From an optimization exercise on the open Yosys and OpenROAD flow, aimed at small area and a short achievable clock period; shortcuts taken in it are not production practice. Only simulation tests tie the RTL to the original design; equivalence was not proved. Power is estimated from default activity; no workload was simulated.

$ cat design/flow/design.v
`timescale 1ns / 1ps
`default_nettype none
module status(
	input		clk,
	input [1:0]	CRSEL,
	input [31:0]	MIR,
	input		ACR16,
	input		BCR16,
	input [3:0]	LEV,
	input [7:0]	BSUM7_0,
	input		SKL,	 
	input		ASH15,
	input		BSH15,
	input		BC15,
	input		ASH0,
	input		BSH0,
	input		BSH6,
	input		STSRD,
	input		BAKL,
	input		WSHC,
	input		SHCKL,
	output [15:0]	IB_ut,
	output		TERM,
	output [5:0]	SHC,
	output		ASHM,
	output reg	BSHM,
	output		ASHX,
	output		BSHX,
	output [7:0]	STS,
	output		ACR0,
	output		BCR0
);
	wire [7:0]	DST = BSUM7_0;	 
	wire		M, C;
	reg [5:0] shcnt;
	always @(posedge clk) begin
		if (WSHC && SHCKL)
			shcnt <= BSUM7_0[5:0];
		else if (~TERM && SHCKL) begin
			if (shcnt[5])
				shcnt <= shcnt + 1;
			else
				shcnt <= shcnt - 1;
		end
	end
	assign SHC = shcnt;
	wire x_zero = ~|SHC;
	reg x_term;
	always @(*) begin
		casez ({MIR[3:2], BSH15})
		3'b00?: x_term = 0;	 
		3'b010: x_term = C;	 
		3'b011: x_term = ~C;	 
		3'b100: x_term = 0;	 
		3'b101: x_term = 1;	 
		3'b11?: x_term = BSH6;	 
		endcase
	end
	assign TERM = x_zero | x_term;
	reg [7:0]	rSTS[15:0];
	always @(posedge clk)
		if (SKL)
			rSTS[LEV] <= DST;
	assign STS = rSTS[LEV];
	reg [7:0] x_stff;
	always @(posedge clk) begin
		if (SKL)
			x_stff[7:2] <= STS[7:2];
		if (BAKL)
			x_stff[1:0] <= STS[1:0];
	end
	assign IB_ut = STSRD ? { 8'b0, x_stff } : 16'b0;
	assign C = x_stff[6], M = x_stff[7];
	assign ACR0 = ~CRSEL[0] ? 0 : CRSEL[1] ? 1 : C;
	assign BCR0 = MIR[31] ? ACR16 : ACR0;
	reg x_19d7, x_19d9, x_16d9;
	wire x_13d4, x_13d7;
	always @(*) begin	 
		case (MIR[14:13])
		2'b00: begin
			x_19d7 = 1'b0;
			x_19d9 = ASH15;
			BSHM = BSH15;
			x_16d9 = 0;
		end
		2'b01: begin
			x_19d7 = BSH15;
			x_19d9 = ASH0;
			BSHM = x_13d4;
			x_16d9 = x_13d7;
		end
		2'b10: begin
			x_19d7 = 1'b0;
			x_19d9 = 1'b0; 
			BSHM = 1'b0;
			x_16d9 = 1'b0;
		end
		2'b11: begin
			x_19d7 = M;
			x_19d9 = M;
			BSHM = M;
			x_16d9 = M;
		end
		endcase
	end
	assign x_13d4 = MIR[12] ? ASH0 : BSH0;
	assign x_13d7 = MIR[12] ? BSH15 : ASH15;
	assign BSHX = MIR[12] ? ASH15 : x_19d7;
	assign ASHM = MIR[12] ? BSH0 : x_19d9;
	reg x_10d5;
	always @(*) begin
		case ({ BC15, BCR16})
		2'b00: x_10d5 = 1'b0;
		2'b01: x_10d5 = ASH0;
		2'b10: x_10d5 = ASH0;
		2'b11: x_10d5 = 1'b1;
		endcase
	end
	assign ASHX = MIR[1] ? x_10d5 : x_16d9;
endmodule
`timescale 1ns / 1ps
`default_nettype none
module arithmetic (
	input			clk,
	input			C,
	input [15:0]		AA,
	input [15:0]		BCOM,	 
	input			ACKL,
	input			AKL,
	input [1:0]		SHS,
	input			SHKL,
	input			SHM,
	input			SHX,
	input [2:0]		SL,
	input [3:0]		S,
	input			M,
	input			BC15,
	input			BC0,
	output			SH6,
	output			AC15,
	output			AC0,
	output			ZERO,
	output			SH15,
	output			SH0,
	output 			CO,
	output [15:0]		SUM
);
	reg [15:0]	A, AC, SH;
	always @(posedge clk) begin
		if (SHKL) begin
			if (&SHS)
				SH <= SUM;
			else if (SHS[0])
				SH <= { SH[14:0], SHX };
			else if (SHS[1])
				SH <= { SHM, SH[15:1] };
		end
	end
	assign SH15 = SH[15];
	assign SH6 = SH[6];
	assign SH0 = SH[0];
	always @(posedge clk)
		if (AKL)
			A <= AA;
	wire sl1 = SL == 3'o1;
	wire sl3 = SL == 3'o3;
	wire sl4 = SL == 3'o4;
	wire sl5 = SL == 3'o5;
	wire [15:0] B = BCOM | ({16{sl1}} & SH) | ({16{sl3}} & AC) |
		({16{sl4}} & { BC0, AC[15:1] }) |
		({16{sl5}} & { AC[14:0], BC15 });
	reg [3:0] t;
	always @(*) begin
		case ({ M, S })
		5'o20: t = 4'b0101;	 
		5'o21: t = 4'b0111;	 
		5'o22: t = 4'b1101;	 
		5'o23: t = 4'b0000;	 
		5'o24: t = 4'b0001;	 
		5'o25: t = 4'b0011;	 
		5'o26: t = 4'b1001;	 
		5'o27: t = 4'b1101;	 
		5'o30: t = 4'b0100;	 
		5'o31: t = 4'b0110;	 
		5'o32: t = 4'b1100;	 
		5'o33: t = 4'b1110;	 
		5'o34: t = 4'b0000;	 
		5'o35: t = 4'b0010;	 
		5'o36: t = 4'b1000;	 
		5'o37: t = 4'b1010;	 
		default: t = { S[1], ~S[1], S[0], ~S[0] };
		endcase
	end
	wire logic1 = M & (S == 4'o3);
	wire [3:0] t0 = t | {4{logic1}};
	wire xs0 = ~S[0] & ~M;
	wire xs1 = ~S[1] & ~M;
	wire cin = ~M & S[2] & (S[3] | C);
	wire [15:0] X = (A & {16{xs1}}) | (~A & {16{xs0}});
	wire [15:0] g = B & X;
	wire [15:0] p = B | X;
	wire [15:0] Y;
	genvar i;
	generate
	for (i = 0; i < 16; i = i + 1) begin : yb
		wire [3:0] tt = (i == 0) ? t0 : t;
		wire y0 = A[i] ? tt[2] : tt[0];
		wire y1 = A[i] ? tt[3] : tt[1];
		assign Y[i] = B[i] ? y1 : y0;
	end
	endgenerate
	wire [15:0] gg [0:4];
	wire [15:0] pp [0:4];
	assign gg[0] = g;
	assign pp[0] = p;
	genvar k;
	generate
	for (k = 0; k < 4; k = k + 1) begin : lv
		for (i = 0; i < 16; i = i + 1) begin : bt
			if (i & (1 << k)) begin : m
				localparam integer j = ((i >> k) << k) - 1;
				assign gg[k+1][i] = gg[k][i] | (pp[k][i] & gg[k][j]);
				assign pp[k+1][i] = pp[k][i] & pp[k][j];
			end else begin : n
				assign gg[k+1][i] = gg[k][i];
				assign pp[k+1][i] = pp[k][i];
			end
		end
	end
	endgenerate
	wire [16:0] c;
	assign c[0] = cin;
	assign c[16:1] = gg[4] | (pp[4] & {16{cin}});
	assign SUM = Y ^ c[15:0];
	assign CO = c[16];
	assign ZERO = ~|SUM;
	always @(posedge clk)
		if (ACKL)
			AC <= SUM;
	assign AC15 = AC[15];
	assign AC0 = AC[0];
endmodule
`timescale 1ns / 1ps
`default_nettype none
module nord10_arith (
	input		clk,
	input [15:0]	AA,
	input [15:0]	BB,
	input [31:0]	MIR,
	input [3:0]	S,
	input		ARM,
	input [2:0]	SL,
	input [3:0]	LEV,
	input		AAKL,
	input		BAKL,
	input		ACKL,
	input		BCKL,
	input		SHKL,
	input [1:0]	ASHS,
	input [1:0]	BSHS,
	input		SKL,
	input		STSRD,
	input		WSHC,
	input		SHCKL,
	output [15:0]	ASUM,
	output [15:0]	BSUM,
	output		ACR16,
	output		BCR16,
	output		AZERO,
	output		BZERO,
	output [15:0]	IB_STS,
	output [7:0]	STS,
	output		TERM,
	output [5:0]	SHC,
	output		ACR0,
	output		BCR0,
	output		ASHX,
	output		ASHM,
	output		BSHX,
	output		BSHM,
	output		ASH0,
	output		ASH15,
	output		BSH0,
	output		BSH15,
	output		BSH6,
	output		AC0,
	output		AC15,
	output		BC0,
	output		BC15
);
	wire [1:0]	CRSEL = S[3:2];	 
	wire [15:0] SHCX = { {10{SHC[5]}}, SHC };
	wire [15:0] BH = 16'b1 << MIR[15:12];
	wire [15:0] BCOM = ({16{SL == 3'o0}} & SHCX) |
		({16{SL == 3'o2}} & BH) | ({16{SL == 3'o7}} & BB);
	status status (.clk(clk),
		.CRSEL(CRSEL), .MIR(MIR), .ACR16(ACR16), .BCR16(BCR16),
		.LEV(LEV), .BSUM7_0(BSUM[7:0]), .SKL(SKL),
		.ASH0(ASH0), .ASH15(ASH15),
		.BSH0(BSH0), .BSH6(BSH6), .STSRD(STSRD),
		.BSH15(BSH15), .BC15(BC15), .BAKL(BAKL), .WSHC(WSHC),
		.SHCKL(SHCKL),
		.TERM(TERM),
		.SHC(SHC), .ASHX(ASHX), .ASHM(ASHM), .IB_ut(IB_STS),
		.BSHM(BSHM), .BSHX(BSHX), .STS(STS), .ACR0(ACR0), .BCR0(BCR0));
	wire		BSH6_unused_a;
	arithmetic ar_b(.clk(clk),
		.C(BCR0), .AA(AA), .BCOM(BCOM), .ACKL(BCKL), .AKL(BAKL),
		.SHS(BSHS), .SHKL(SHKL), .SHM(BSHM),
		.SHX(BSHX), .SL(SL), .S(S), .M(ARM), .BC15(AC15),
		.BC0(AC0),
		.AC15(BC15), .AC0(BC0), .ZERO(BZERO), .SH6(BSH6),
		.SH15(BSH15), .SH0(BSH0), .CO(BCR16), .SUM(BSUM));
	arithmetic ar_a(.clk(clk),
		.C(ACR0), .AA(AA), .BCOM(BCOM), .ACKL(ACKL), .AKL(AAKL),
		.SHS(ASHS), .SHKL(SHKL), .SHM(ASHM),
		.SHX(ASHX), .SL(SL), .S(S), .M(ARM), .BC15(BC0),
		.BC0(BC0),
		.AC15(AC15), .AC0(AC0), .ZERO(AZERO), .SH6(BSH6_unused_a),
		.SH15(ASH15), .SH0(ASH0), .CO(ACR16), .SUM(ASUM));
endmodule
$ cat design/flow/run.sh
#!/bin/bash
# synth_recipe.tcl (not shown) runs the flow's synth.tcl, then flattens the netlist and writes it again
# the make line also repeats each setting of config.mk as NAME=value (left out here)
make -C /OpenROAD-flow-scripts/flow DESIGN_CONFIG=/design/flow/config.mk WORK_HOME=/design/flow/orfs CLKGATE_MAP_FILE= SYNTH_SCRIPT=/design/flow/synth_recipe.tcl finish
$ cat design/flow/config.mk
export PLATFORM = sky130hd
export DESIGN_NAME = nord10_arith
export DESIGN_NICKNAME = nord10_arith
export VERILOG_FILES = /design/flow/design.v
export SDC_FILE = /design/flow/constraint.sdc
export NUM_CORES = 4
export LEC_CHECK = 0
export CAP_MARGIN = 20
export CORE_MARGIN = 2
export CORE_UTILIZATION = 40
export PLACE_DENSITY = 0.6
export SETUP_SLACK_MARGIN = 5
export SLEW_MARGIN = 20
$ cat design/flow/constraint.sdc
create_clock -name core_clock -period 16.0 [get_ports {clk}]
set_input_delay 3.2000 -clock core_clock [delete_from_list [all_inputs] [get_ports {clk}]]
set_output_delay 3.2000 -clock core_clock [all_outputs]
set_load 0.01 [all_outputs]
==> results of run 1 <==
[power breakdown]
group          switching (µW)  internal, µW  total [µW]
Sequential               49.0           784         833
Combinational             332           262         594
Clock                     250           378         628
Total                     631          1420        2050
[repair_timing]
item / 4_1_cts / 5_1_grt
setup buffers: 13 / 3
cloned: 4 / 1
gates resized for setup: 60 / 12
pin swaps: 14 / 12
setup endpoints to repair: 22 / 3
[synth_stat cells (6+ instances only)]
cell type,instances
or2_2,6
ha_1,7
maj3_1,11
o211a_1,13
edfxtp_1,238
o21ai_0,37
buf_1,7
o211ai_1,14
a21o_1,9
o22ai_1,15
nor2b_1,11
xnor2_1,19
mux4_2,70
nand2_1,81
a221oi_1,9
maj3_2,6
nand2b_1,7
nor4_1,6
nor2_1,89
buf_4,14
a31oi_1,7
nand4_1,6
inv_1,27
a221o_1,12
a21oi_1,61
a211oi_1,8
mux2_2,18
o2bb2ai_1,6
mux2i_1,60
nor3_1,22
xor2_1,16
buf_6,10
and2_1,11
clkbuf_1,49
nand3_1,10
[area by class of cell]
class                   instances  area [µm²]
fillers                      3057       17370
flip-flops and latches        238        7147
multi-input cells             769        6640
repair buffers                183        1795
clock buffers                  28       658.1
well taps                     455       569.3
clock inverters                18       239.0
inverters                      27       108.9
repair inverters                2       12.51
[per-stage QoR]
stage,hold slack (ns),total power (µW),instances
global route,0.6331,2134,1720
global placement,0.5876,1405,1653
detailed placement,0.5977,1413,1653
finish,0.6140,2055,1720
CTS,0.6080,2055,1716
floorplan,0.5419,1157,1117
[flip-flops by register name, indices dropped and copies added (netlist names)]
register	count
status.rSTS	128
ar_a.AC	16
ar_a.A	16
ar_a.SH	16
ar_b.AC	16
ar_b.A	16
ar_b.SH	16
status.x_stff	8
status.shcnt	6
[logic make-up (layout without fill, tap and decap cells)]
logic type | Yosys count | after routing | share of synthesized area (%)
muxes | 149 | 149 | 17.04
adders and majority gates | 25 | 25 | 2.033
other | 1 | 8 | 0.02672
and+or+nand+nor | 299 | 300 | 11.03
DFF | 238 | 238 | 50.93
AOI/OAI and AO/OA | 252 | 252 | 12.85
buffers and inverters | 111 | 258 | 3.914
xor gates and xnor gates | 35 | 35 | 2.184
[routing by layer]
metal / track usage, % / part of all wire [%] / wire [µm] / vias to the layer above
met4: 7.071 / 3.2 / 1342 / 2
met3: 2.956 / 7.5 / 3178 / 73
met1: 32.44 / 42 / 18000 / 5193
met2: 36.35 / 47 / 20050 / 480
met5: 0 / 0.031 / 13 / -
li1: - / - / - / 4636
[worst max path at each step]
stage,start,to,slack (ns),depth (start not counted)
after CTS,SL[2],BZERO,5.00,18
after global routing,SL[0],BZERO,4.77,18
after global placement,MIR[15],ASHX,3.72,18
after floorplan,SL[0],ASHX,5.91,18
after detailed placement,MIR[15],ASHX,3.69,18
final,SL[2],BZERO,5.02,18
[tightest hold or removal path, cell delays in order, from the launching register on]
cell      delay [ns]
edfxtp_1        0.38
nand2_1         0.06
o21ai_0         0.06
==> metrics.csv, run 1 <==
stage,metric,value,unit
setup_path,path_class,input pin to output port,
timing,hold_viol_final,0,
synthesis,ys_warn_count,2,
final_layout,utilization,49.71,%
timing,fmax,91.03,MHz
clock_tree,cts_root_buf,clkbuf_16,
power_and_ir_drop,p_leak,0.006040,µW
setup_path,worstSetupEndpointType,output port,
timing,worst_slew_pin_slew,1.013,ns
place,port-buffer-count,139,
route,avgRoutedWirePerCell,24.76,µm
synthesis,synth_top_area_share,50.93,%
synthesis,yosys.area.top_type,edfxtp_1,
timing,worst_slack,5.015,ns
route,dr.pass1.iters,5,
die,die_height,191.3,µm
setup_path,cp.required,12.80,ns
job,cap_violations,0,
timing,clock_skew,0.02173,ns
die,die_x,191.3,µm
place,hpwl,29600,µm
power_and_ir_drop,ir_worst_vdd,79.09,µV
min_path,hold_end,ar_a.SH[6]$_DFFE_PP_,
die,ioPinCount,172,
synthesis,synth_cells,1110,
final_layout,mostFrequentLayoutCells,"238 x edfxtp_1, 127 x clkdlybuf4s50_1, 88 x nor2_1, 80 x nand2_1, 70 x mux4_2",
clock_tree,htreeDepth,1,
place,gp_congestion,0.8918,
synthesis,ys_async_sr_fraction,0,%
clock_tree,cts_tree,done,
grt,grt_pass1_vias,9792,
die,die_area,36600,µm²
clock_tree,insertion_delay,0.56,ns
setup_path,r2r_slack,11.19,ns
grt,grt_usage,22.79,%
route,vias,10380,
synthesis,synthTopCellsByArea,"edfxtp_1 51%, mux4_2 11%, mux2i_1 4.3%, nor2_1 2.4%, a21oi_1 2.2%",
status,status,finished clean,
final_layout,nets,1345,
synthesis,syn-cell-area,14030,µm²
final_layout,areaGrowthSynthToFinish,22.35,%
grt,overflow,0,
die,start_util,40.63,%
timing,fin_tns_setup,0,ns
timing,setup_viol,0,
timing,timing.final.max_slew_violations,0,
place,place_area,15800,µm²
setup_path,slowest_delay,0.55,ns
grt,antenna_found_initial,2,
clock_tree,cts.clk_slew.worst_paths,0.06,ns
final_layout,final_cell_area,17170,µm²
timing,period_share,68.66,%
final_layout,mostFrequentLayoutCell,edfxtp_1,
clock_tree,clk_path_buf_depth,3,
clock_tree,cts_buffers,26,
grt,grt_pass1_wl,62390,µm
route,viasPerCell,6.037,
synthesis,synth-edff-count,238,
final_layout,diodes,0,
setup_path,rr_endpoint,ar_a.SH[0]$_DFFE_PP_,
setup_path,cp_slowest_cell,clkdlybuf4s50_1,
synthesis,synthFlopType,edfxtp_1,
timing,fin_crit,10.98,ns
clock_tree,cts_sinks,238,
route,drc,0,
setup_path,crit_family,simple AND/OR/NAND/NOR gates,
die,coreArea,34540,µm²
setup_path,rr_startpoint,status.shcnt[3]$_DFFE_PP_,
die,num_rows,68,
setup_path,critPathArrivalTime,7.78,ns
min_path,hold_class,register to register,
setup_path,reg2regPathDepth,18,
min_path,min_path_cells,2,
setup_path,cp_num_buf_inv,5,
setup_path,crit_fanout,56,
setup_path,crit_path_start_kind,input pin,
route,wirelength,42590,µm
final_layout,drive_above_1_share,20.71,%
grt,grt_max_degree,57,
timing,rsz0062_at_grt,yes,
route,first_iter_violations,912,
place,dp_worst_setup_slack,3.694,ns
route,ant_nets,0,
synthesis,ys_ff_latch,238,
setup_path,cp_cell_sequence,buf_2 -> buf_12 -> and3_4 -> a221o_1 -> or2_2 -> maj3_2 -> a32oi_2 -> a211oi_4 -> buf_4 -> a2111oi_4 -> nor2_1 -> xnor2_2 -> buf_4 -> or3_1 -> nor3_2 -> nand4b_1 -> nor3_2 -> clkdlybuf4s50_1,
synthesis,synth_cell_types,92,
power_and_ir_drop,power_density,119.7,nW/µm²
clock_tree,holdBufCountCts,0,
min_path,hold_path.startpoint,ar_a.SH[7]$_DFFE_PP_,
synthesis,yosysSeqAreaShare,50.93,%
timing,relSlewSlack,32.25,%
synthesis,avgSynthCellArea,12.64,µm²
==> run 2, diff against run 1 <==
--- a/design/flow/config.mk
+++ b/design/flow/config.mk
@@ -11,3 +11,2 @@
 export PLACE_DENSITY = 0.6
-export SETUP_SLACK_MARGIN = 5
 export SLEW_MARGIN = 20
==> run 2 against run 1 <==
Global-route usage fell by 0.35 points; clock skew hardly changed; first-iteration DRC count is 4.3% higher; combinational power decreased by 3.9%; non-clock buffer count shrank 18; design area is 2.7% lower; critical path type unchanged; largest cell class unchanged.
==> metrics.csv, run 2 <==
stage,metric,value,unit,change
setup_path,crit_path_start_kind,input pin,,
synthesis,ys_ff_latch,238,,unchanged
synthesis,yosys-top-cells-count,"238 x edfxtp_1, 89 x nor2_1, 81 x nand2_1",,
timing,rsz0062_at_grt,no,,
setup_path,critPathArrivalTime,9.01,ns,+1.23 ns
timing,fin_tns_setup,0,ns,unchanged
final_layout,mostFrequentLayoutCell,edfxtp_1,,
setup_path,worstSetupEndpointType,output port,,
status,status,finished clean,,
grt,overflow,0,,unchanged
clock_tree,cts_sinks,238,,unchanged
route,ant_nets,0,,unchanged
clock_tree,post_cts_buffers,0,,-13
final_layout,regMostFlops,status.rSTS,,
setup_path,path_class,input pin to output port,,
final_layout,largest_reg_flops,128,,unchanged
route,viasPerCell,5.998,,-0.65%
synthesis,synth_mux_area_share,17.04,%,unchanged
synthesis,synth-adder-area-share,2.033,%,unchanged
power_and_ir_drop,ir_worst_vdd,78.85,µV,-0.31%
timing,worst_slew_pin_slew,1.089,ns,+0.07630 ns
synthesis,syn-cell-area,14030,µm²,unchanged
die,ioPinCount,172,,unchanged
setup_path,rr_startpoint,status.shcnt[5]$_DFFE_PP_,,
final_layout,areaGrowthSynthToFinish,19.01,%,
final_layout,utilization,48.35,%,-1.4 points
route,avgRoutedWirePerCell,24.60,µm,-0.64%
place,gp_congestion,0.8918,,unchanged
grt,grt_pass1_wl,61350,µm,-1.7%
die,num_rows,68,,unchanged
synthesis,yosys.area_share.simple,11.03,%,unchanged
grt,grt_pass1_vias,9671,,-1.2%
setup_path,r2r_slack,10.66,ns,-0.53 ns
clock_tree,holdBufCountCts,0,,unchanged
final_layout,diodes,0,,unchanged
setup_path,crit_path_end,ASHX,,
synthesis,synth_top_family_by_area,multiplexers,,
timing,hold_viol_final,0,,unchanged
synthesis,avgSynthCellArea,12.64,µm²,unchanged
clock_tree,cts_buffers,26,,unchanged
setup_path,rr_endpoint,ar_a.SH[0]$_DFFE_PP_,,
power_and_ir_drop,power_density,121.7,nW/µm²,+1.7%
route,wirelength,41800,µm,-1.9%
synthesis,yosysSeqAreaShare,50.93,%,unchanged
place,port-buffer-count,139,,unchanged
setup_path,crit_fanout,14,,-75%
timing,period_share,76.31,%,+7.7 points
die,coreArea,34540,µm²,unchanged
synthesis,synthTopCellsByArea,"edfxtp_1 51%, mux4_2 11%, mux2i_1 4.3%, nor2_1 2.4%, a21oi_1 2.2%",,
final_layout,drive_above_1_share,16.64,%,-4.1 points
synthesis,ys_async_sr_fraction,0,%,unchanged
clock_tree,htreeDepth,1,,unchanged
synthesis,ys_warn_count,2,,unchanged
grt,antenna_found_initial,2,,unchanged
job,cap_violations,0,,unchanged
synthesis,synth-edff-count,238,,unchanged
timing,relSlewSlack,27.38,%,-4.9 points
die,die_area,36600,µm²,unchanged
clock_tree,cts_root_buf,clkbuf_16,,
place,hpwl,29600,µm,unchanged
synthesis,synthXorXnorAreaFrac,2.184,%,unchanged
place,place_inst,1653,,unchanged
min_path,hold_class,register to register,,
setup_path,startpoint,MIR[13],,
route,vias,10190,,-1.9%
final_layout,mostFrequentLayoutCells,"238 x edfxtp_1, 135 x clkdlybuf4s50_1, 89 x nor2_1, 81 x nand2_1, 70 x mux4_2",,
timing,fin_crit,12.21,ns,+1.224 ns
route,first_iter_violations,951,,+4.3%
final_layout,nets,1324,,-1.6%
synthesis,yosys.area.top_type,edfxtp_1,,
die,die_height,191.3,µm,unchanged
grt,grt_max_degree,56,,-1.8%
timing,fmax,81.91,MHz,-10%
synthesis,yosysMostFrequentCell,edfxtp_1,,
clock_tree,clk_path_buf_depth,3,,unchanged
synthesis,synth_top_area_share,50.93,%,unchanged
timing,setup_viol,0,,unchanged
grt,grt_usage,22.45,%,-0.35 points
timing,timing.final.max_slew_violations,0,,unchanged
final_layout,fin_cells,1699,,-1.2%
route,drc,0,,unchanged
clock_tree,cts_resized,0,,-100%
die,start_util,40.63,%,unchanged
synthesis,synth_cell_types,92,,unchanged
timing,clock_skew,0.02178,ns,+0.00004420 ns
die,die_x,191.3,µm,unchanged
final_layout,fillCellCount,3103,,+1.5%
power_and_ir_drop,p_leak,0.005840,µW,-3.3%
clock_tree,insertion_delay,0.56,ns,about the same
synthesis,synth_cells,1110,,unchanged
synthesis,synth_compound_area_share,12.85,%,unchanged
synthesis,synthFlopType,edfxtp_1,,
clock_tree,cts.clk_slew.worst_paths,0.06,ns,about the same
setup_path,cp.required,12.80,ns,about the same
clock_tree,cts_tree,done,,
setup_path,reg2regPathDepth,18,,unchanged
route,dr.pass1.iters,5,,unchanged
==> run 2: cell counts after synthesis <==
Identical to the previous run, type by type.
==> run 2: worst min path at each step <==
stage / slack, ns / cells after the start / to / startpoint
6_report: 0.60 / 2 / ar_a.SH[6]$_DFFE_PP_ / ar_a.SH[7]$_DFFE_PP_
5_1_grt: 0.63 / 2 / ar_a.SH[6]$_DFFE_PP_ / ar_a.SH[7]$_DFFE_PP_
2_1_floorplan: 0.54 / 2 / ar_a.SH[9]$_DFFE_PP_ / ar_a.SH[10]$_DFFE_PP_
3_3_place_gp: 0.59 / 1 / ar_a.SH[3]$_DFFE_PP_ / ar_a.SH[4]$_DFFE_PP_
3_5_place_dp: 0.60 / 2 / ar_a.SH[6]$_DFFE_PP_ / ar_a.SH[7]$_DFFE_PP_
4_1_cts: 0.61 / 2 / ar_a.SH[6]$_DFFE_PP_ / ar_a.SH[7]$_DFFE_PP_
==> run 2: where the power goes <==
| part | leakage, µW | internal (µW) | switching, µW |
|---|---|---|---|
| registers | 0.00222 | 784 | 48.3 |
| logic | 0.00317 | 249 | 322 |
| clock network | 0.000443 | 378 | 250 |
| total | 0.00584 | 1410 | 621 |
==> run 2: layout make-up <==
class	instances	area [µm²]	area share [%]
Multi-Input combinational cell	768	6420	38.44
Timing Repair Buffer	165	1567	9.380
Clock inverter	18	239.0	1.431
Tap cell	455	569.3	3.409
Sequential cell	238	7147	42.79
Inverter	27	101.3	0.6068
Clock buffer	28	658.1	3.941
==> run 2: per-layer routing <==
| layer | global-route usage [%] | routed length [µm] | vias up |
|---|---|---|---|
| met1 | 32.03 | 18040 | 5076 |
| li1 | - | - | 4602 |
| met3 | 3.158 | 2889 | 71 |
| met5 | 0 | 13 | - |
| met2 | 35.41 | 19500 | 440 |
| met4 | 7.189 | 1361 | 2 |
==> run 2: metrics by stage <==
step / hold WS, ns / instance area [µm²] / setup slack, ns / power [µW]
2_1_floorplan: 0.5419 / 14060 / 5.907 / 1157
5_1_grt: 0.6324 / 16700 / 3.516 / 2112
6_report: 0.5988 / 16700 / 3.791 / 2032
3_3_place_gp: 0.5876 / 15790 / 3.723 / 1405
4_1_cts: 0.6080 / 16690 / 3.675 / 2040
3_5_place_dp: 0.5977 / 15800 / 3.694 / 1413
==> run 2: logic make-up (layout without fill, tap and decap cells) <==
| logic type | Yosys count | after routing |
|---|---|---|
| buffers and inverters | 111 | 238 |
| DFF | 238 | 238 |
| muxes | 149 | 149 |
| other | 1 | 8 |
| xor gates and xnor gates | 35 | 35 |
| and+or+nand+nor | 299 | 299 |
| adders and majority gates | 25 | 25 |
| AOI/OAI and AO/OA | 252 | 252 |
==> run 2: critical path, cell delays in order <==
cell	delay, ns
clkdlybuf4s50_1	0.64
and3_1	0.34
a211oi_1	0.74
o221ai_1	0.51
maj3_1	0.48
o21ai_2	0.12
o211ai_1	0.16
a211oi_2	0.44
a21boi_2	0.17
o22ai_1	0.20
nand2_1	0.14
a21oi_2	0.26
maj3_1	0.26
ha_1	0.14
a21oi_1	0.06
o21ai_0	0.14
a21boi_0	0.38
clkdlybuf4s50_1	0.62
==> run 3, diff against run 2 <==
--- a/design/flow/config.mk
+++ b/design/flow/config.mk
@@ -9,4 +9,6 @@
 export CORE_MARGIN = 2
-export CORE_UTILIZATION = 40
-export PLACE_DENSITY = 0.6
+export CORE_UTILIZATION = 60
+export CTS_BUF_LIST = sky130_fd_sc_hd__clkbuf_4 sky130_fd_sc_hd__clkbuf_8
+export PLACE_DENSITY = 0.7
+export SETUP_SLACK_MARGIN = 5
 export SLEW_MARGIN = 20
==> run 3 against run 2 <==
Highest routed layer is now met4; sequential power about the same; largest power group unchanged; critical path type unchanged; critical endpoint is now BSUM[10]; count of clock-buffer cells in the layout up 28; hold slack improved by 0.015 ns.
==> metrics.csv, run 3 <==
stage,metric,value,unit,change
status,status,finished clean,,
place,place_inst,1511,,-8.6%
clock_tree,cts_root_buf,clkbuf_8,,
job,cap_violations,0,,unchanged
grt,grt_max_degree,55,,-1.8%
setup_path,crit_path_start_kind,input pin,,
timing,worst_slew_pin_slew,1.013,ns,-0.07651 ns
die,die_x,156.9,µm,-18%
setup_path,cp.required,12.80,ns,about the same
synthesis,yosysMostFrequentCell,edfxtp_1,,
power_and_ir_drop,p_int,1333,µW,-5.5%
timing,setup_viol,0,,unchanged
die,die_height,156.9,µm,-18%
grt,grt.busiest_layer,met1,,
power_and_ir_drop,power_frac_seq,42.4,%,+1.5 points
power_and_ir_drop,power_density,116.9,nW/µm²,-3.9%
timing,fin_crit,10.83,ns,-1.374 ns
setup_path,rr_startpoint,status.shcnt[5]$_DFFE_PP_,,
die,die_area,24630,µm²,-33%
die,start_util,61.61,%,+21 points
power_and_ir_drop,ir_worst_vdd,98.47,µV,+25%
setup_path,worstSetupEndpointType,output port,,
timing,clock_skew,0.03670,ns,+0.01492 ns
final_layout,diodes,0,,unchanged
place,gp_congestion,0.9380,,+5.2%
grt,grt_usage,33.29,%,+11 points
die,ioPinCount,172,,unchanged
min_path,hold_path.startpoint,ar_a.SH[4]$_DFFE_PP_,,
setup_path,crit_family,compound AO/OA/AOI/OAI gates,,
clock_tree,cts.clk_slew.worst_paths,0.06,ns,about the same
setup_path,r2r_slack,11.19,ns,+0.53 ns
setup_path,cp_cell_sequence,buf_2 -> buf_12 -> or4bb_4 -> o2111ai_4 -> a211oi_1 -> a2111oi_2 -> nand4_1 -> buf_4 -> o211ai_1 -> a211oi_4 -> buf_4 -> a31o_2 -> maj3_2 -> xor2_1 -> clkdlybuf4s50_1,,
synthesis,synth_cell_types,92,,unchanged
min_path,hold_end,ar_a.SH[3]$_DFFE_PP_,,
timing,period_share,67.72,%,-8.6 points
final_layout,mostFrequentLayoutCell,edfxtp_1,,
clock_tree,cts_tree,done,,
power_and_ir_drop,p_clk_share,27.4,%,-3.5 points
final_layout,fillCellCount,1563,,-50%
final_layout,fin_cells,1606,,-5.5%
setup_path,slowest_delay,0.65,ns,-0.09 ns
clock_tree,insertion_delay,0.56,ns,about the same
timing,rsz0062_at_grt,yes,,
power_and_ir_drop,pwr-share-comb,30.2,%,+2.1 points
final_layout,drive_above_1_share,21.89,%,+5.2 points
timing,hold_viol_final,0,,unchanged
synthesis,syn-cell-area,14030,µm²,unchanged
setup_path,cp_num_buf_inv,5,,+3
synthesis,yosys-top-cells-count,"238 x edfxtp_1, 89 x nor2_1, 81 x nand2_1",,
synthesis,synth_top_area_share,50.93,%,unchanged
power_and_ir_drop,switching_share,32.05,%,+1.5 points
power_and_ir_drop,power_switching,628.8,µW,+1.3%
synthesis,synthTopCellsByArea,"edfxtp_1 51%, mux4_2 11%, mux2i_1 4.3%, nor2_1 2.4%, a21oi_1 2.2%",,
power_and_ir_drop,p_leak,0.005985,µW,+2.5%
timing,worst_slack,5.165,ns,+1.374 ns
synthesis,avgSynthCellArea,12.64,µm²,unchanged
final_layout,mostFrequentLayoutCells,"238 x edfxtp_1, 127 x clkdlybuf4s50_1, 87 x nor2_1, 81 x nand2_1, 70 x mux4_2",,
min_path,hold_class,register to register,,
clock_tree,htreeDepth,2,,+1
synthesis,ys_warn_count,2,,unchanged
synthesis,ys_async_sr_fraction,0,%,unchanged
synthesis,ys_ff_latch,238,,unchanged
setup_path,cp_slowest_cell,clkdlybuf4s50_1,,
synthesis,synthFlopType,edfxtp_1,,
setup_path,rr_endpoint,ar_a.SH[0]$_DFFE_PP_,,
route,vias,10580,,+3.8%
setup_path,reg2regPathDepth,19,,+1
setup_path,cp_common_cell,buf_4,,
synthesis,synth_cells,1110,,unchanged
final_layout,largest_reg_flops,128,,unchanged
grt,overflow,0,,unchanged
grt,antenna_found_initial,0,,-2
clock_tree,cts_buffers,40,,+54%
synthesis,yosys.area.top_type,edfxtp_1,,
clock_tree,clk_path_buf_depth,3,,unchanged
route,dr.pass1.iters,5,,unchanged
route,drc,0,,unchanged
timing,fin_tns_setup,0,ns,unchanged
grt,grtUsageMet3,10.60,%,+7.4 points
route,wirelength,40730,µm,-2.6%
min_path,min_path_cells,1,,-1
grt,grt.met1_usage,50.54,%,+19 points
route,viasPerCell,6.587,,+9.8%
place,hpwl,28270,µm,-4.5%
setup_path,critPathArrivalTime,7.63,ns,-1.38 ns
route,first_iter_violations,1417,,+49%
place,port-buffer-count,139,,unchanged
grt,global_route.usage.met2,46.74,%,+11 points
die,num_rows,55,,-19%
grt,grt_pass1_wl,59970,µm,-2.2%
die,coreArea,22780,µm²,-34%
route,avgRoutedWirePerCell,25.36,µm,+3.1%
setup_path,crit_fanout,28,,+14
final_layout,nets,1363,,+2.9%
timing,fmax,92.30,MHz,+13%
clock_tree,holdBufCountCts,0,,unchanged
synthesis,yosysSeqAreaShare,50.93,%,unchanged
place,dp_worst_setup_slack,3.960,ns,+0.2659 ns
final_layout,areaGrowthSynthToFinish,19.63,%,
timing,timing.final.max_slew_violations,0,,unchanged
clock_tree,cts_sinks,238,,unchanged
timing,relSlewSlack,32.27,%,+4.9 points
synthesis,synth-edff-count,238,,unchanged
setup_path,path_class,input pin to output port,,
route,ant_nets,0,,unchanged
final_layout,regMostFlops,status.rSTS,,
grt,grt_pass1_vias,9839,,+1.7%
[run 3: cell types whose count changed in the layout (fill, tap and decap cells not counted), sizes merged]
cell	before	now
dlygate4sd2	0	1
inv	27	26
clkdlybuf4s50	135	127
clkdlybuf4s15	0	3
bufbuf	0	1
bufinv	5	1
clkinv	13	11
buf	30	54
clkinvlp	0	5
clkbuf	28	58
[run 3: repair_timing]
item	in CTS	in global routing
cloned	3	0
setup buffers	17	5
endpoints found under the setup margin	16	3
pin swaps	11	7
gates resized for setup	59	14
[run 3: cells by family (layout without fill, tap and decap cells)]
family                     Yosys count  count (layout)  share of synthesized area, %
and+or+nand+nor                    299             299                         11.03
AOI/OAI and AO/OA                  252             252                         12.85
DFF                                238             238                         50.93
muxes                              149             149                         17.04
buffers and inverters              111             287                         3.914
xor gates and xnor gates            35              35                         2.184
adders and majority gates           25              25                         2.033
other                                1               8                       0.02672
[run 3: power by group through the flow]
stage	logic [µW]	registers (µW)	clock network, µW
2_1_floorplan	330	826	0
5_1_grt	634	836	568
6_report	593	832	537
3_3_place_gp	557	841	0
3_5_place_dp	565	843	0
4_1_cts	580	830	546
[run 3: cell type report]
cell class	instances	area [µm²]	area share [%]
clock buffers	56	676.9	4.032
clock inverters	14	103.9	0.6186
inverters	27	108.9	0.6484
multi-input cells	768	6561	39.08
flip-flops and latches	238	7147	42.57
well taps	313	391.6	2.333
repair buffers	188	1784	10.63
repair inverters	2	15.01	0.08943
[run 3: worst max-delay path by stage]
stage | start | end | depth (start not counted)
detailed placement | SL[0] | ASHX | 18
global placement | SL[0] | ASHX | 18
finish | SL[2] | BSUM[10] | 15
floorplan | SL[0] | ASHX | 18
global route | SL[2] | ASHX | 20
CTS | SL[2] | ASHX | 19
[run 3: through the flow]
step	util, %	hold slack (ns)	total power (µW)	area (µm²)
4_1_cts	73.42	0.6160	1957	16720
5_1_grt	73.71	0.6235	2038	16790
3_3_place_gp	68.49	0.5951	1398	15600
2_1_floorplan	-	0.5419	1157	14060
3_5_place_dp	68.52	0.5828	1408	15610
6_report	73.71	0.6141	1962	16790
[run 3: metal layers]
layer | up-vias | routed length [µm] | share of wire [%]
met5 | - | 0 | 0
met4 | 0 | 947 | 2.3
met3 | 69 | 5471 | 13
met2 | 683 | 17390 | 43
met1 | 5139 | 16920 | 42
li1 | 4687 | - | -
==> run 4, diff against run 3 <==
==> design/flow/flow/run.sh (new file) <==
#!/bin/bash
cp standard.sh standard_sh.txt
cp config.mk config_mk.txt
export BUFFER_PORTS_ARGS="-buffer_cell sky130_fd_sc_hd__buf_1"
bash standard.sh > standard.log 2>&1
==> design/flow/standard.sh (new file) <==
#!/bin/bash
# synth_recipe.tcl (not shown) runs the flow's synth.tcl, then flattens the netlist and writes it again
# the make line also repeats each setting of config.mk as NAME=value (left out here)
make -C /OpenROAD-flow-scripts/flow DESIGN_CONFIG=/design/flow/config.mk WORK_HOME=/design/flow/orfs CLKGATE_MAP_FILE= SYNTH_SCRIPT=/design/flow/synth_recipe.tcl "${@:-finish}"
removed: design/flow/run.sh
==> run 4 against run 3 <==
Critical endpoint is now BZERO; routed wire length fell by 1.4%; flip-flop and latch count did not move; still clean; power fell by 5.1%; utilization fell by 4.3 points; sequential share of layout area rose by 2.7 points; via count rose by 0.95%; largest power group unchanged; maximum frequency fell by 0.23%; critical path depth rose by 5.
==> metrics.csv, run 4 <==
stage,metric,value,unit,change
status,status,finished clean,,
setup_path,path_class,input pin to output port,,
clock_tree,clk_path_buf_depth,3,,unchanged
clock_tree,cts_buffers,40,,unchanged
grt,grt_max_degree,56,,+1.8%
timing,worst_slack,5.140,ns,-0.02493 ns
synthesis,synth_top_area_share,50.93,%,unchanged
grt,grt.met1_usage,52.47,%,+1.9 points
final_layout,mostFrequentLayoutCells,"238 x edfxtp_1, 129 x buf_1, 89 x nor2_1, 81 x nand2_1, 70 x mux4_2",,
clock_tree,insertion_delay,0.56,ns,about the same
route,vias,10680,,+0.95%
timing,fin_crit,10.86,ns,+0.02493 ns
final_layout,fillCellCount,1688,,+8.0%
route,avgRoutedWirePerCell,25.18,µm,-0.73%
final_layout,drive_above_1_share,20.20,%,-1.7 points
timing,worst_slew_pin_slew,1.045,ns,+0.03183 ns
job,cap_violations,0,,unchanged
die,die_x,156.9,µm,unchanged
timing,setup_viol,0,,unchanged
die,num_rows,55,,unchanged
synthesis,syn-cell-area,14030,µm²,unchanged
timing,relSlewSlack,30.36,%,-1.9 points
grt,global_route.usage.met2,44.88,%,-1.9 points
clock_tree,holdBufCountCts,0,,unchanged
final_layout,largest_reg_flops,128,,unchanged
synthesis,synth-edff-count,238,,unchanged
final_layout,regMostFlops,status.rSTS,,
timing,hold_viol_final,0,,unchanged
route,viasPerCell,6.695,,+1.7%
grt,grt_usage,32.45,%,-0.83 points
clock_tree,cts_sinks,238,,unchanged
timing,fin_hold_ws,0.5962,ns,-0.01791 ns
setup_path,r2r_slack,11.16,ns,-0.03 ns
timing,period_share,67.87,%,+0.16 points
power_and_ir_drop,ir_worst_vdd,103.3,µV,+4.9%
timing,clock_skew,0.01525,ns,-0.02144 ns
synthesis,avgSynthCellArea,12.64,µm²,unchanged
route,drc,0,,unchanged
synthesis,yosysMostFrequentCell,edfxtp_1,,
setup_path,cp.required,12.80,ns,about the same
synthesis,yosysSeqAreaShare,50.93,%,unchanged
die,ioPinCount,172,,unchanged
power_and_ir_drop,p_leak,0.005540,µW,-7.4%
synthesis,ys_async_sr_fraction,0,%,unchanged
final_layout,areaGrowthSynthToFinish,12.59,%,
synthesis,yosys.area.top_type,edfxtp_1,,
synthesis,yosys-top-cells-count,"238 x edfxtp_1, 89 x nor2_1, 81 x nand2_1",,
synthesis,synthTopCellsByArea,"edfxtp_1 51%, mux4_2 11%, mux2i_1 4.3%, nor2_1 2.4%, a21oi_1 2.2%",,
place,place_inst,1514,,+0.20%
route,ant_nets,0,,unchanged
clock_tree,htreeDepth,2,,unchanged
route,dr.pass1.iters,6,,+1
route,first_iter_violations,1515,,+6.9%
synthesis,synth_cells,1110,,unchanged
timing,fmax,92.08,MHz,-0.23%
route,wirelength,40160,µm,-1.4%
synthesis,ys_ff_latch,238,,unchanged
synthesis,synthFlopType,edfxtp_1,,
setup_path,worstSetupEndpointType,output port,,
power_and_ir_drop,power_density,117.9,nW/µm²,+0.89%
clock_tree,cts_tree,done,,
die,start_util,61.61,%,unchanged
synthesis,synth_cell_types,92,,unchanged
final_layout,final_cell_area,15800,µm²,-5.9%
final_layout,diodes,0,,unchanged
die,coreArea,22780,µm²,unchanged
setup_path,crit_path_start_kind,input pin,,
timing,fin_tns_setup,0,ns,unchanged
place,dp_worst_setup_slack,4.567,ns,+0.6069 ns
grt,antenna_found_initial,0,,unchanged
die,die_area,24630,µm²,unchanged
min_path,hold_class,register to register,,
setup_path,critPathArrivalTime,7.66,ns,+0.03 ns
die,die_height,156.9,µm,unchanged
clock_tree,cts.clk_slew.worst_paths,0.06,ns,about the same
grt,grt_pass1_wl,58480,µm,-2.5%
synthesis,ys_warn_count,2,,unchanged
place,gp_congestion,0.9053,,-3.5%
final_layout,mostFrequentLayoutCell,edfxtp_1,,
final_layout,fin_cells,1595,,-0.68%
place,place_area,14790,µm²,-5.2%
place,hpwl,27580,µm,-2.4%
timing,timing.final.max_slew_violations,0,,unchanged
final_layout,nets,1354,,-0.66%
place,port-buffer-count,139,,unchanged
setup_path,crit_fanout,55,,+96%
clock_tree,cts_root_buf,clkbuf_8,,
grt,grt.busiest_layer,met1,,
grt,grtUsageMet3,5.892,%,-4.7 points
grt,overflow,0,,unchanged
timing,rsz0062_at_grt,no,,
grt,grt_pass1_vias,9415,,-4.3%
[run 4: cell counts after synthesis]
No cell type changed its count.
[run 4: worst max-delay path, stage by stage]
cell	delay, ns
clkbuf_2	0.10
buf_12	0.19
nor4b_4	0.19
buf_4	0.17
a221o_1	0.37
or2_2	0.36
maj3_2	0.31
a32oi_2	0.27
a211oi_4	0.13
buf_4	0.16
a2111oi_4	0.35
o21bai_1	0.15
a31oi_1	0.26
xnor2_1	0.26
inv_1	0.08
buf_4	0.23
nor4_1	0.25
nand4b_1	0.15
nor3_2	0.26
buf_1	0.19
[run 4: cell families (layout without fill, tap and decap cells)]
| kind of cell | Yosys count | after routing | share of synthesized area, % |
|---|---|---|---|
| AND/OR/NAND/NOR | 299 | 300 | 11.03 |
| AO/OA/AOI/OAI | 252 | 252 | 12.85 |
| flip-flops | 238 | 238 | 50.93 |
| multiplexers | 149 | 149 | 17.04 |
| buffers and inverters | 111 | 275 | 3.914 |
| XOR/XNOR | 35 | 35 | 2.184 |
| adder cells (fa/ha/maj) | 25 | 25 | 2.033 |
| other | 1 | 8 | 0.02672 |
[run 4: power breakdown]
group          total [µW]  switching [µW]  internal, µW  leakage [µW]
registers             832            48.1           784       0.00222
clock network         506             244           262      0.000387
logic                 525             331           193       0.00293
[run 4: final timing paths]
| path | from | end | depth (start not counted) |
|---|---|---|---|
| worst max-delay path | SL[1] | BZERO | 20 |
| worst min-delay path | ar_a.SH[4]$_DFFE_PP_ | ar_a.SH[3]$_DFFE_PP_ | 1 |
| worst max register to register | status.shcnt[5]$_DFFE_PP_ | ar_a.SH[0]$_DFFE_PP_ | 18 |
| worst min register to register | ar_a.SH[4]$_DFFE_PP_ | ar_a.SH[3]$_DFFE_PP_ | 1 |
[run 4: final cells by class]
type	instances	area, µm²	area share [%]
repair inverters	2	10.01	0.06335
multi-input cells	769	6516	41.24
clock buffers	51	639.4	4.047
flip-flops and latches	238	7147	45.23
well taps	313	391.6	2.479
repair buffers	178	899.6	5.694
clock inverters	17	87.58	0.5543
inverters	27	108.9	0.6889
[run 4: layer usage]
metal / up-vias / wire (µm)
met1: 5209 / 17230
met2: 720 / 17070
li1: 4669 / -
met5: - / 0
met4: 0 / 1078
met3: 81 / 4774
[run 4: repair_timing]
| item | in CTS | in global routing |
|---|---|---|
| pin swaps | 2 | 7 |
| resized for setup | 16 | 19 |
| buffers inserted | 4 | 4 |
| gates cloned | 2 | 3 |
| setup endpoints to repair | 2 | 2 |
[run 4: through the flow]
stage / total power (µW) / util [%]
after global placement: 1335 / 64.95
final: 1863 / 69.37
after floorplan: 1157 / -
after CTS: 1849 / 68.54
after detailed placement: 1344 / 64.95
after global routing: 1938 / 69.37
==> run 5, diff against run 4 <==
==> design/flow/flow/run.sh (replaced) <==
#!/bin/bash
export BUFFER_PORTS_ARGS="-buffer_cell sky130_fd_sc_hd__buf_1"
export SETUP_SLACK_MARGIN=7
bash standard.sh > standard.log 2>&1
--- a/design/flow/config.mk
+++ b/design/flow/config.mk
@@ -12,3 +12,2 @@
 export PLACE_DENSITY = 0.7
-export SETUP_SLACK_MARGIN = 5
 export SLEW_MARGIN = 20
==> run 5 against run 4 <==
Global-route usage rose by 5.2 points; combinational power is about 50% higher; sequential share of layout area shrank 7.0 points; flip-flop and latch count did not move; setup slack improved by 0.35 ns; clock power grew 14%; design area grew 18%; power is 18% higher; first-iteration DRC count grew 11%; final cell count is 8.8% higher; critical path depth grew 1; utilization up 13 points.
==> metrics.csv, run 5 <==
stage,metric,value,unit,change
status,status,finished clean,,
final_layout,utilization,82.02,%,+13 points
clock_tree,htreeDepth,2,,unchanged
power_and_ir_drop,p_int,1468,µW,+18%
synthesis,synth_cell_types,92,,unchanged
synthesis,synthTopCellsByArea,"edfxtp_1 51%, mux4_2 11%, mux2i_1 4.3%, nor2_1 2.4%, a21oi_1 2.2%",,
die,die_x,156.9,µm,unchanged
setup_path,cp.required,12.80,ns,about the same
grt,grt_pass1_wl,67780,µm,+16%
place,hpwl,28010,µm,+1.6%
synthesis,synth_top_area_share,50.93,%,unchanged
final_layout,fillCellCount,1233,,-27%
timing,worst_slew_pin_slew,1.108,ns,+0.06320 ns
timing,clock_skew,0.03452,ns,+0.01927 ns
clock_tree,cts_buffers,40,,unchanged
synthesis,avgSynthCellArea,12.64,µm²,unchanged
final_layout,mostFrequentLayoutCells,"238 x edfxtp_1, 121 x buf_4, 101 x buf_1, 82 x nor2_1, 78 x nand2_1",,
clock_tree,cts_tree,done,,
die,num_rows,55,,unchanged
die,coreArea,22780,µm²,unchanged
final_layout,mostFrequentLayoutCell,edfxtp_1,,
synthesis,yosysMostFrequentCell,edfxtp_1,,
final_layout,nets,1494,,+10%
final_layout,largest_reg_flops,128,,unchanged
setup_path,reg2regPathDepth,22,,+4
power_and_ir_drop,ir_worst_vdd,117.6,µV,+14%
grt,grt_pass1_vias,11040,,+17%
setup_path,cp_num_buf_inv,5,,-2
final_layout,regMostFlops,status.rSTS,,
power_and_ir_drop,switching_share,33.17,%,-0.31 points
place,gp_congestion,0.9597,,+6.0%
min_path,hold_end,ar_a.SH[9]$_DFFE_PP_,,
power_and_ir_drop,power_density,117.5,nW/µm²,-0.30%
grt,overflow,0,,unchanged
setup_path,r2r_slack,11.17,ns,about the same
synthesis,ys_ff_latch,238,,unchanged
synthesis,synth_cells,1110,,unchanged
synthesis,yosys.area.top_type,edfxtp_1,,
grt,antenna_found_initial,1,,+1
job,cap_violations,0,,unchanged
timing,setup_viol,0,,unchanged
min_path,hold_path.startpoint,ar_a.SH[10]$_DFFE_PP_,,
setup_path,cp_cell_sequence,clkbuf_16 -> buf_12 -> nor4bb_4 -> buf_4 -> a221o_2 -> nor3_4 -> a2111oi_4 -> nand4_1 -> buf_4 -> a211oi_4 -> a211oi_4 -> a21boi_4 -> o22ai_1 -> nand2_1 -> a21oi_4 -> maj3_2 -> ha_4 -> a21oi_2 -> o21ai_1 -> a21boi_4 -> buf_6,,
die,start_util,61.61,%,unchanged
route,vias,11860,,+11%
synthesis,syn-cell-area,14030,µm²,unchanged
synthesis,synth-edff-count,238,,unchanged
power_and_ir_drop,power_switching,728.5,µW,+17%
timing,rsz0062_at_grt,yes,,
setup_path,crit_path_start_kind,input pin,,
timing,fin_tns_setup,0,ns,unchanged
power_and_ir_drop,p_clk_share,26.2,%,-1.0 points
power_and_ir_drop,p_leak,0.006888,µW,+24%
die,die_height,156.9,µm,unchanged
setup_path,rr_endpoint,ar_b.SH[8]$_DFFE_PP_,,
power_and_ir_drop,pwr-share-comb,35.9,%,+7.7 points
synthesis,synthFlopType,edfxtp_1,,
clock_tree,clk_path_buf_depth,3,,unchanged
final_layout,areaGrowthSynthToFinish,33.13,%,
setup_path,worstSetupEndpointType,output port,,
grt,grt_max_degree,40,,-29%
clock_tree,cts.clk_slew.worst_paths,0.06,ns,about the same
setup_path,crit_fanout,7,,-87%
synthesis,yosysSeqAreaShare,50.93,%,unchanged
timing,timing.final.max_slew_violations,0,,unchanged
timing,fin_hold_ws,0.6243,ns,+0.02810 ns
route,drc,0,,unchanged
die,die_area,24630,µm²,unchanged
timing,hold_viol_final,0,,unchanged
route,first_iter_violations,1682,,+11%
setup_path,cp_slowest_cell,nor4bb_4,,
synthesis,ys_async_sr_fraction,0,%,unchanged
setup_path,rr_startpoint,status.shcnt[5]$_DFFE_PP_,,
route,dr.pass1.iters,8,,+2
timing,relSlewSlack,26.14,%,-4.2 points
setup_path,slowest_delay,0.41,ns,+0.04 ns
clock_tree,cts_root_buf,clkbuf_8,,
route,ant_nets,0,,unchanged
power_and_ir_drop,power_frac_seq,37.9,%,-6.8 points
final_layout,drive_above_1_share,38.16,%,+18 points
route,wirelength,46820,µm,+17%
timing,fmax,95.15,MHz,+3.3%
final_layout,final-seq-area,7147,µm²,unchanged
timing,period_share,65.68,%,-2.2 points
setup_path,path_class,input pin to output port,,
place,port-buffer-count,139,,unchanged
final_layout,diodes,0,,unchanged
clock_tree,insertion_delay,0.56,ns,about the same
min_path,min_path_cells,2,,+1
final_layout,multi_input_area,7619,µm²,+17%
grt,grt_usage,37.62,%,+5.2 points
synthesis,ys_warn_count,2,,unchanged
route,viasPerCell,6.833,,+2.1%
route,avgRoutedWirePerCell,26.97,µm,+7.1%
timing,fin_crit,10.51,ns,-0.3504 ns
setup_path,critPathArrivalTime,7.31,ns,-0.35 ns
clock_tree,cts_sinks,238,,unchanged
synthesis,yosys-top-cells-count,"238 x edfxtp_1, 89 x nor2_1, 81 x nand2_1",,
setup_path,crit_family,compound AO/OA/AOI/OAI gates,,
min_path,hold_class,register to register,,
die,ioPinCount,172,,unchanged
[run 5: worst max-delay path by stage]
stage                     startpoint     to  slack (ns)  cells after the start
after detailed placement       SL[1]   ASHX        4.39                     19
after global placement         SL[1]   ASHX        4.44                     19
after floorplan                SL[2]   ASHX        6.17                     20
after global routing           SL[2]   ASHX        5.38                     19
after CTS                      SL[1]  BZERO        5.65                     19
final                          SL[0]   ASHX        5.49                     21
[run 5: stage by stage]
step | cell area [µm²] | worst slack, ns | cells | total power [µW]
after floorplan | 14480 | 6.175 | 1117 | 1190
after global placement | 15100 | 4.445 | 1508 | 1355
after detailed placement | 15100 | 4.394 | 1508 | 1367
after CTS | 18260 | 5.654 | 1708 | 2131
after global routing | 18680 | 5.377 | 1736 | 2267
final | 18680 | 5.491 | 1736 | 2196
[run 5: worst min-delay path: stages, from the launching register on]
cell and delay (ns):
edfxtp_1 0.39, nand2_1 0.06, o21ai_0 0.06
[run 5: power by group through the flow]
stage	logic, µW	clock network (µW)	registers, µW
final	788	575	833
after global routing	828	603	837
after CTS	723	578	830
after detailed placement	525	0	842
after global placement	513	0	841
after floorplan	365	0	826
[run 5: cells by family after synthesis]
family          synth area share (%)
compound gates                 12.85
xor+xnor                       2.184
fa+ha+maj                      2.033
buf+inv                        3.914
flops                          50.93
mux                            17.04
other cells                  0.02672
simple gates                   11.03
[run 5: repair_timing]
item,4_1_cts,5_1_grt
pin swaps,70,29
setup endpoints to repair,38,38
gates resized for setup,207,53
gates cloned,18,1
setup buffers,113,27
hold buffers,0,0
[run 5: layout make-up]
cell class,count,area share [%]
multi-input cells,772,40.78
clock buffers,48,3.302
well taps,313,2.096
inverters,27,0.6697
clock inverters,21,1.145
repair buffers,314,13.65
flip-flops and latches,238,38.25
repair inverters,3,0.1072
[run 5: layer usage]
layer | track usage, % | vias to the layer above | wire length, µm
met5 | 0 | - | 11
met4 | 13.37 | 2 | 1803
met3 | 9.499 | 151 | 6768
met2 | 53.03 | 981 | 20120
met1 | 57.13 | 5782 | 18110
li1 | - | 4946 | -
==> run 6, diff against run 5 <==
==> design/flow/flow/run.sh (replaced) <==
#!/bin/bash
# The standard layout (standard.sh, unchanged synthesis), with plain
# buf_1 cells as the port buffers instead of the default buffer choice.
export BUFFER_PORTS_ARGS="-buffer_cell sky130_fd_sc_hd__buf_1"
bash standard.sh > standard.log 2>&1
--- a/design/flow/config.mk
+++ b/design/flow/config.mk
@@ -12,2 +12,3 @@
 export PLACE_DENSITY = 0.7
+export SETUP_SLACK_MARGIN = 5
 export SLEW_MARGIN = 20
==> run 6 against run 5 <==
Still clean; sequential power about the same; power decreased by 15%; combinational power fell by 33%; final cell count is 8.1% lower; routed wire length shrank 14%; design area decreased by 15%; sequential share of layout area increased by 7.0 points; first-iteration DRC count down 9.9%; largest cell class is now sequential cells; largest power group unchanged; highest routed layer is now met4.
==> metrics.csv, run 6 <==
stage,metric,value,unit,change
status,status,finished clean,,
synthesis,synth_cells,1110,,unchanged
clock_tree,cts_tree,done,,
clock_tree,htreeDepth,2,,unchanged
timing,worst_slew_pin_slew,1.045,ns,-0.06320 ns
grt,grt_usage,32.45,%,-5.2 points
final_layout,mostFrequentLayoutCells,"238 x edfxtp_1, 129 x buf_1, 89 x nor2_1, 81 x nand2_1, 70 x mux4_2",,
setup_path,cp_cell_sequence,clkbuf_2 -> buf_12 -> nor4b_4 -> buf_4 -> a221o_1 -> or2_2 -> maj3_2 -> a32oi_2 -> a211oi_4 -> buf_4 -> a2111oi_4 -> o21bai_1 -> a31oi_1 -> xnor2_1 -> inv_1 -> buf_4 -> nor4_1 -> nand4b_1 -> nor3_2 -> buf_1,,
final_layout,largest_reg_flops,128,,unchanged
grt,grt_pass1_wl,58480,µm,-14%
synthesis,synthTopCellsByArea,"edfxtp_1 51%, mux4_2 11%, mux2i_1 4.3%, nor2_1 2.4%, a21oi_1 2.2%",,
timing,hold_viol_final,0,,unchanged
final_layout,regMostFlops,status.rSTS,,
route,vias,10680,,-10%
setup_path,cp.required,12.80,ns,about the same
final_layout,drive_above_1_share,20.20,%,-18 points
route,ant_nets,0,,unchanged
setup_path,slowest_delay,0.37,ns,-0.04 ns
timing,clock_skew,0.01525,ns,-0.01927 ns
grt,antenna_found_initial,0,,-1
route,viasPerCell,6.695,,-2.0%
synthesis,avgSynthCellArea,12.64,µm²,unchanged
place,port-buffer-count,139,,unchanged
timing,timing.final.max_slew_violations,0,,unchanged
synthesis,synth_cell_types,92,,unchanged
setup_path,worstSetupEndpointType,output port,,
clock_tree,cts_buffers,40,,unchanged
grt,overflow,0,,unchanged
die,die_height,156.9,µm,unchanged
die,ioPinCount,172,,unchanged
timing,fmax,92.08,MHz,-3.2%
setup_path,cp_common_cell,buf_4,,
route,drc,0,,unchanged
die,num_rows,55,,unchanged
final_layout,diodes,0,,unchanged
die,die_x,156.9,µm,unchanged
synthesis,synth_top_area_share,50.93,%,unchanged
setup_path,cp_slowest_cell,a221o_1,,
synthesis,synthFlopType,edfxtp_1,,
clock_tree,clk_path_buf_depth,3,,unchanged
timing,rsz0062_at_grt,no,,
synthesis,yosysMostFrequentCell,edfxtp_1,,
power_and_ir_drop,power_density,117.9,nW/µm²,+0.31%
min_path,hold_class,register to register,,
final_layout,areaGrowthSynthToFinish,12.59,%,
synthesis,ys_ff_latch,238,,unchanged
timing,fin_crit,10.86,ns,+0.3504 ns
route,dr.pass1.iters,6,,-2
route,first_iter_violations,1515,,-9.9%
power_and_ir_drop,p_leak,0.005540,µW,-20%
synthesis,ys_warn_count,2,,unchanged
setup_path,crit_fanout,55,,+48
place,gp_congestion,0.9053,,-5.7%
final_layout,nets,1354,,-9.4%
clock_tree,insertion_delay,0.56,ns,about the same
synthesis,syn-cell-area,14030,µm²,unchanged
synthesis,yosysSeqAreaShare,50.93,%,unchanged
power_and_ir_drop,ir_worst_vdd,103.3,µV,-12%
route,wirelength,40160,µm,-14%
timing,setup_viol,0,,unchanged
synthesis,ys_async_sr_fraction,0,%,unchanged
timing,period_share,67.87,%,+2.2 points
job,cap_violations,0,,unchanged
setup_path,critPathArrivalTime,7.66,ns,+0.35 ns
final_layout,utilization,69.37,%,-13 points
die,die_area,24630,µm²,unchanged
setup_path,path_class,input pin to output port,,
place,hpwl,27580,µm,-1.5%
grt,grt_max_degree,56,,+40%
synthesis,yosys-top-cells-count,"238 x edfxtp_1, 89 x nor2_1, 81 x nand2_1",,
final_layout,fillCellCount,1688,,+37%
timing,relSlewSlack,30.36,%,+4.2 points
clock_tree,cts.clk_slew.worst_paths,0.06,ns,about the same
clock_tree,cts_sinks,238,,unchanged
timing,fin_tns_setup,0,ns,unchanged
grt,grt_pass1_vias,9415,,-15%
route,avgRoutedWirePerCell,25.18,µm,-6.6%
clock_tree,cts_root_buf,clkbuf_8,,
die,start_util,61.61,%,unchanged
synthesis,yosys.area.top_type,edfxtp_1,,
setup_path,r2r_slack,11.16,ns,about the same
synthesis,synth-edff-count,238,,unchanged
die,coreArea,22780,µm²,unchanged
final_layout,mostFrequentLayoutCell,edfxtp_1,,
setup_path,crit_path_start_kind,input pin,,
[run 6: metrics by stage]
stage	setup WS (ns)	cell area, µm²	instances	hold slack, ns	total power [µW]
after detailed placement	4.567	14790	1514	0.5881	1344
after floorplan	5.907	14060	1117	0.5419	1157
after global routing	4.978	15800	1595	0.6202	1938
after CTS	5.012	15610	1588	0.5906	1849
after global placement	4.597	14790	1514	0.5787	1335
final	5.140	15800	1595	0.5962	1863
[run 6: final timing paths]
path,startpoint,to,cells past startpoint
max,SL[1],BZERO,20
min,ar_a.SH[4]$_DFFE_PP_,ar_a.SH[3]$_DFFE_PP_,1
max reg2reg,status.shcnt[5]$_DFFE_PP_,ar_a.SH[0]$_DFFE_PP_,18
min reg2reg,ar_a.SH[4]$_DFFE_PP_,ar_a.SH[3]$_DFFE_PP_,1
[run 6: layout make-up]
class | instances | area (µm²) | area share, %
flip-flops and latches | 238 | 7147 | 45.23
multi-input cells | 769 | 6516 | 41.24
repair buffers | 178 | 899.6 | 5.694
clock buffers | 51 | 639.4 | 4.047
well taps | 313 | 391.6 | 2.479
inverters | 27 | 108.9 | 0.6889
clock inverters | 17 | 87.58 | 0.5543
repair inverters | 2 | 10.01 | 0.06335
[run 6: layer usage]
layer  global-route usage (%)  wire length (µm)  vias up  part of all wire [%]
li1                         -                 -     4669                     -
met1                    52.47             17230     5209                    43
met2                    44.88             17070      720                    43
met3                    5.892              4774       81                    12
met4                    9.393              1078        0                   2.7
met5                        0                 0        -                     0
[run 6: worst max-delay path: cells and delay by family]
kind	cells	cell delay (ns)
AOI/OAI and AO/OA	6	1.53
and+or+nand+nor	5	1.21
buffers and inverters	7	1.12
adders and majority gates	1	0.31
xor gates and xnor gates	1	0.26
[run 6: what timing repair did]
item	4_1_cts	5_1_grt
hold buffers	0	0
gates resized for setup	16	19
buffers inserted	4	4
hold endpoints to repair	0	0
pin swaps	2	7
gates cloned	2	3
setup endpoints to repair	2	2
[run 6: cells by family after synthesis]
| logic type | Yosys count | synth area share [%] |
|---|---|---|
| DFF | 238 | 50.93 |
| AOI/OAI and AO/OA | 252 | 12.85 |
| muxes | 149 | 17.04 |
| and+or+nand+nor | 299 | 11.03 |
| adders and majority gates | 25 | 2.033 |
| buffers and inverters | 111 | 3.914 |
| other | 1 | 0.02672 |
| xor gates and xnor gates | 35 | 2.184 |
[run 6: power by group]
part / switching [µW] / internal [µW]
clock network: 244 / 262
registers: 48.1 / 784
logic: 331 / 193

-- afterwards: timing with drivers on the ports --
No port has a modelled driver above. Below, the same layouts with a new extraction and two added sets of constraints. Step 1: set_driving_cell puts a clkbuf_16 on clk and a buf_2 on each other input, an assumption about the parent block. Step 2 times the ports against the registers' clock, not the clock port: input delays grow and output delays shrink by t, the midpoint of the rising clock arrivals with the driver on. Three values: ideal ports, drivers, drivers and shift; two values: the first two.
run | shift t [ns] | setup WS [ns] | worst setup path after step 2 | worst register clock-pin slew, ns
run 1 | 0.597 | 5.015 / 4.994 / 4.994 | input to output | 0.06 / 0.06
run 2 | 0.598 | 3.791 / 3.766 / 3.766 | input to output | 0.06 / 0.06
run 3 | 0.592 | 5.165 / 5.127 / 5.127 | input to output | 0.07 / 0.07
run 4 | 0.594 | 5.140 / 5.117 / 5.117 | input to output | 0.06 / 0.06
run 5 | 0.593 | 5.491 / 5.445 / 5.445 | input to output | 0.07 / 0.07
run 6 | 0.594 | 5.140 / 5.117 / 5.117 | input to output | 0.06 / 0.06
After both steps setup and hold are still met in every run listed. The setup slack of run 5, which loses most, moves by -0.046 ns with the drivers and by -0.046 ns with both steps.
